From an optimization exercise on the open Yosys and OpenROAD flow, aimed at small area and a short achievable clock period; shortcuts taken in it are not production practice.
RTL that was checked went through simulation tests only; none was proved equivalent to the original.
Power figures rest on the tool's default switching activity, not on a simulated workload.

==> flow/design.v <==
module fullHashDES(
    input clk,
    input M_valid,
    input rst_n,
    input [63 : 0] C_in,
    input [7 : 0] M,
    output reg hash_ready,
    output [31 : 0] digest_out
);
    localparam [31:0] H_INIT = {4'h3, 4'h0, 4'hF, 4'hD, 4'h1, 4'h7, 4'hB, 4'h4};
    function automatic [3:0] sbox(input [5:0] i);
        case (i)
            6'd0: sbox = 4'd2;
            6'd1: sbox = 4'd14;
            6'd2: sbox = 4'd12;
            6'd3: sbox = 4'd11;
            6'd4: sbox = 4'd4;
            6'd5: sbox = 4'd2;
            6'd6: sbox = 4'd1;
            6'd7: sbox = 4'd12;
            6'd8: sbox = 4'd7;
            6'd9: sbox = 4'd4;
            6'd10: sbox = 4'd10;
            6'd11: sbox = 4'd7;
            6'd12: sbox = 4'd11;
            6'd13: sbox = 4'd13;
            6'd14: sbox = 4'd6;
            6'd15: sbox = 4'd1;
            6'd16: sbox = 4'd8;
            6'd17: sbox = 4'd5;
            6'd18: sbox = 4'd5;
            6'd19: sbox = 4'd0;
            6'd20: sbox = 4'd3;
            6'd21: sbox = 4'd15;
            6'd22: sbox = 4'd15;
            6'd23: sbox = 4'd12;
            6'd24: sbox = 4'd13;
            6'd25: sbox = 4'd3;
            6'd26: sbox = 4'd0;
            6'd27: sbox = 4'd9;
            6'd28: sbox = 4'd14;
            6'd29: sbox = 4'd8;
            6'd30: sbox = 4'd9;
            6'd31: sbox = 4'd6;
            6'd32: sbox = 4'd4;
            6'd33: sbox = 4'd11;
            6'd34: sbox = 4'd2;
            6'd35: sbox = 4'd8;
            6'd36: sbox = 4'd1;
            6'd37: sbox = 4'd12;
            6'd38: sbox = 4'd11;
            6'd39: sbox = 4'd7;
            6'd40: sbox = 4'd12;
            6'd41: sbox = 4'd1;
            6'd42: sbox = 4'd13;
            6'd43: sbox = 4'd14;
            6'd44: sbox = 4'd7;
            6'd45: sbox = 4'd2;
            6'd46: sbox = 4'd8;
            6'd47: sbox = 4'd13;
            6'd48: sbox = 4'd15;
            6'd49: sbox = 4'd6;
            6'd50: sbox = 4'd9;
            6'd51: sbox = 4'd15;
            6'd52: sbox = 4'd12;
            6'd53: sbox = 4'd0;
            6'd54: sbox = 4'd5;
            6'd55: sbox = 4'd9;
            6'd56: sbox = 4'd6;
            6'd57: sbox = 4'd12;
            6'd58: sbox = 4'd3;
            6'd59: sbox = 4'd4;
            6'd60: sbox = 4'd0;
            6'd61: sbox = 4'd5;
            6'd62: sbox = 4'd14;
            6'd63: sbox = 4'd3;
            default: sbox = 4'd0;
        endcase
    endfunction
    function automatic [3:0] rotl(input [3:0] x, input integer r);
        rotl = (r == 0) ? x : ((x << r) | (x >> (4 - r)));
    endfunction
    function automatic [31:0] perm(input [31:0] h);
        integer i;
        for (i = 0; i < 8; i = i + 1)
            perm[4*i +: 4] = rotl(h[4*((i+1)%8) +: 4], i/2);
    endfunction
    function automatic [31:0] perm2(input [31:0] h);
        perm2 = perm(perm(h));
    endfunction
    function automatic [31:0] perm3(input [31:0] h);
        perm3 = perm(perm2(h));
    endfunction
    function automatic [31:0] perm4(input [31:0] h);
        perm4 = perm2(perm2(h));
    endfunction
    function automatic [31:0] perm7(input [31:0] h);
        perm7 = perm3(perm4(h));
    endfunction
    function automatic [31:0] tmap(input [3:0] u);
        tmap = {rotl(u, 2), rotl(u, 1), u, rotl(u, 2), rotl(u, 2), rotl(u, 3), u, u};
    endfunction
    function automatic [3:0] ubits(input [3:0] s);
        ubits = {s[1]^s[2], s[0]^s[1], s[0]^s[3], s[2]^s[3]};
    endfunction
    function automatic [31:0] absorb(input [31:0] h, input [3:0] u);
        absorb = perm4(h) ^ tmap(u);
    endfunction
    function automatic [31:0] kfin(input [15:0] l);
        reg [3:0] s6, s7;
        begin
            s6 = sbox({l[15]^l[9], l[11], l[10], l[13]^l[8], l[12], l[14]});
            s7 = sbox({l[7]^l[1], l[3], l[2], l[5]^l[0], l[4], l[6]});
            kfin = {rotl(s7, 3), rotl(s6, 3), rotl(4'd2, 2), rotl(4'd2, 2),
                    rotl(4'd2, 1), rotl(4'd2, 1), 4'd2, 4'd2};
        end
    endfunction
    reg busy;
    reg pend;
    reg [15:0] q;
    reg [31:0] g;
    wire [15:0] L = C_in[15:0];
    wire lz = (L == 16'd0);
    wire start = !busy && M_valid;
    wire q_gt1 = |q[15:1];
    wire recv = busy && M_valid && q_gt1;
    wire done = busy && !q_gt1 && !pend;
    wire [3:0] u_m = ubits(sbox({M[3]^M[2], M[1], M[0], M[7], M[6], M[5]^M[4]}));
    wire [31:0] g_base = lz ? perm4(H_INIT ^ perm7(kfin(16'd0)))
                            : (H_INIT ^ (L[0] ? perm3(kfin(L)) : perm7(kfin(L))));
    wire [31:0] g_src = start ? g_base : g;
    wire [3:0] u_g = (start && lz) ? 4'd0 : u_m;
    wire [31:0] g_next = absorb(g_src, u_g);
    always @(posedge clk or negedge rst_n) begin
        if (!rst_n) begin
            busy <= 1'b0;
            hash_ready <= 1'b0;
        end else if (start) begin
            busy <= 1'b1;
            hash_ready <= 1'b0;
        end else if (done) begin
            busy <= 1'b0;
            hash_ready <= 1'b1;
        end
    end
    always @(posedge clk) begin
        if (!busy) begin
            q <= L;
            pend <= !lz;
        end else begin
            if (recv) q <= q - 16'd1;
            pend <= recv;
        end
        if (start || recv) g <= g_next;
    end
    wire [31:0] dg = perm(g);
    assign digest_out = {dg[3:0], dg[7:4], dg[11:8], dg[15:12],
                         dg[19:16], dg[23:20], dg[27:24], dg[31:28]};
endmodule
Settings: LEC_CHECK=0, CAP_MARGIN=20, CORE_MARGIN=2, CORE_UTILIZATION=40, SLEW_MARGIN=20; clock period 3.3 ns.
run.sh (not shown) runs the stock make flow with config.mk's settings and CLKGATE_MAP_FILE= SYNTH_SCRIPT=/design/flow/synth_recipe.tcl, a recipe that flattens the netlist after the stock synthesis.
==> next run, changes <==
--- a/flow/design.v
+++ b/flow/design.v
@@ -127,9 +127,6 @@
     wire done = busy && !q_gt1 && !pend;
     wire [3:0] u_m = ubits(sbox({M[3]^M[2], M[1], M[0], M[7], M[6], M[5]^M[4]}));
-    wire [31:0] g_base = lz ? perm4(H_INIT ^ perm7(kfin(16'd0)))
-                            : (H_INIT ^ (L[0] ? perm3(kfin(L)) : perm7(kfin(L))));
-    wire [31:0] g_src = start ? g_base : g;
-    wire [3:0] u_g = (start && lz) ? 4'd0 : u_m;
-    wire [31:0] g_next = absorb(g_src, u_g);
+    wire [31:0] g_base = H_INIT ^ (L[0] ? perm3(kfin(L)) : perm7(kfin(L)));
+    wire [31:0] g_start = lz ? (H_INIT ^ perm7(kfin(16'd0))) : absorb(g_base, u_m);
     always @(posedge clk or negedge rst_n) begin
         if (!rst_n) begin
@@ -152,5 +149,6 @@
             pend <= recv;
         end
-        if (start || recv) g <= g_next;
+        if (start) g <= g_start;
+        else if (recv) g <= absorb(g, u_m);
     end
     wire [31:0] dg = perm(g);
=> Via count drops by 3.6%; clock power came out lower by about 5.5%; hold slack gets worse by 0.0054 ns; count of clock-buffer cells in the layout went down by 1; non-clock buffer count goes down by 20.
Only the layout flow was run in the first run of this note; the RTL was not checked for function there.

-- re-timing with driven ports --
Ports are ideal in the flow. The routed layouts listed here were re-timed in OpenROAD.
Step 1 (the two cells are an assumption about what drives the block):
set clk [get_ports {clk}]
set_driving_cell -lib_cell sky130_fd_sc_hd__clkbuf_16 $clk
set_driving_cell -lib_cell sky130_fd_sc_hd__buf_2 [delete_from_list [all_inputs] $clk]
Step 2 moves the port delays by t, midway between the first and last clock arrival at a register: inputs arrive t later, outputs are due t later. That takes back most of the time a late clock gives input paths.
Three values: ideal, step 1, step 2; two values: the first two.
| run | shift t [ns] | slack for setup (ns) | hold WS [ns] | latest minus earliest clock arrival (ns) |
|---|---|---|---|---|
| the first run | 0.326 | 0.102 / 0.118 / -0.208 | 0.490 / 0.490 / 0.490 | 0.008 / 0.008 |
| the second run | 0.328 | 0.145 / 0.161 / -0.166 | 0.485 / 0.485 / 0.485 | 0.008 / 0.009 |
With both steps, setup timing fails in the first run and the second run, where it was met with ideal ports. The setup slack of the second run, which loses most, moves by +0.016 ns with the drivers and by -0.311 ns with both steps.
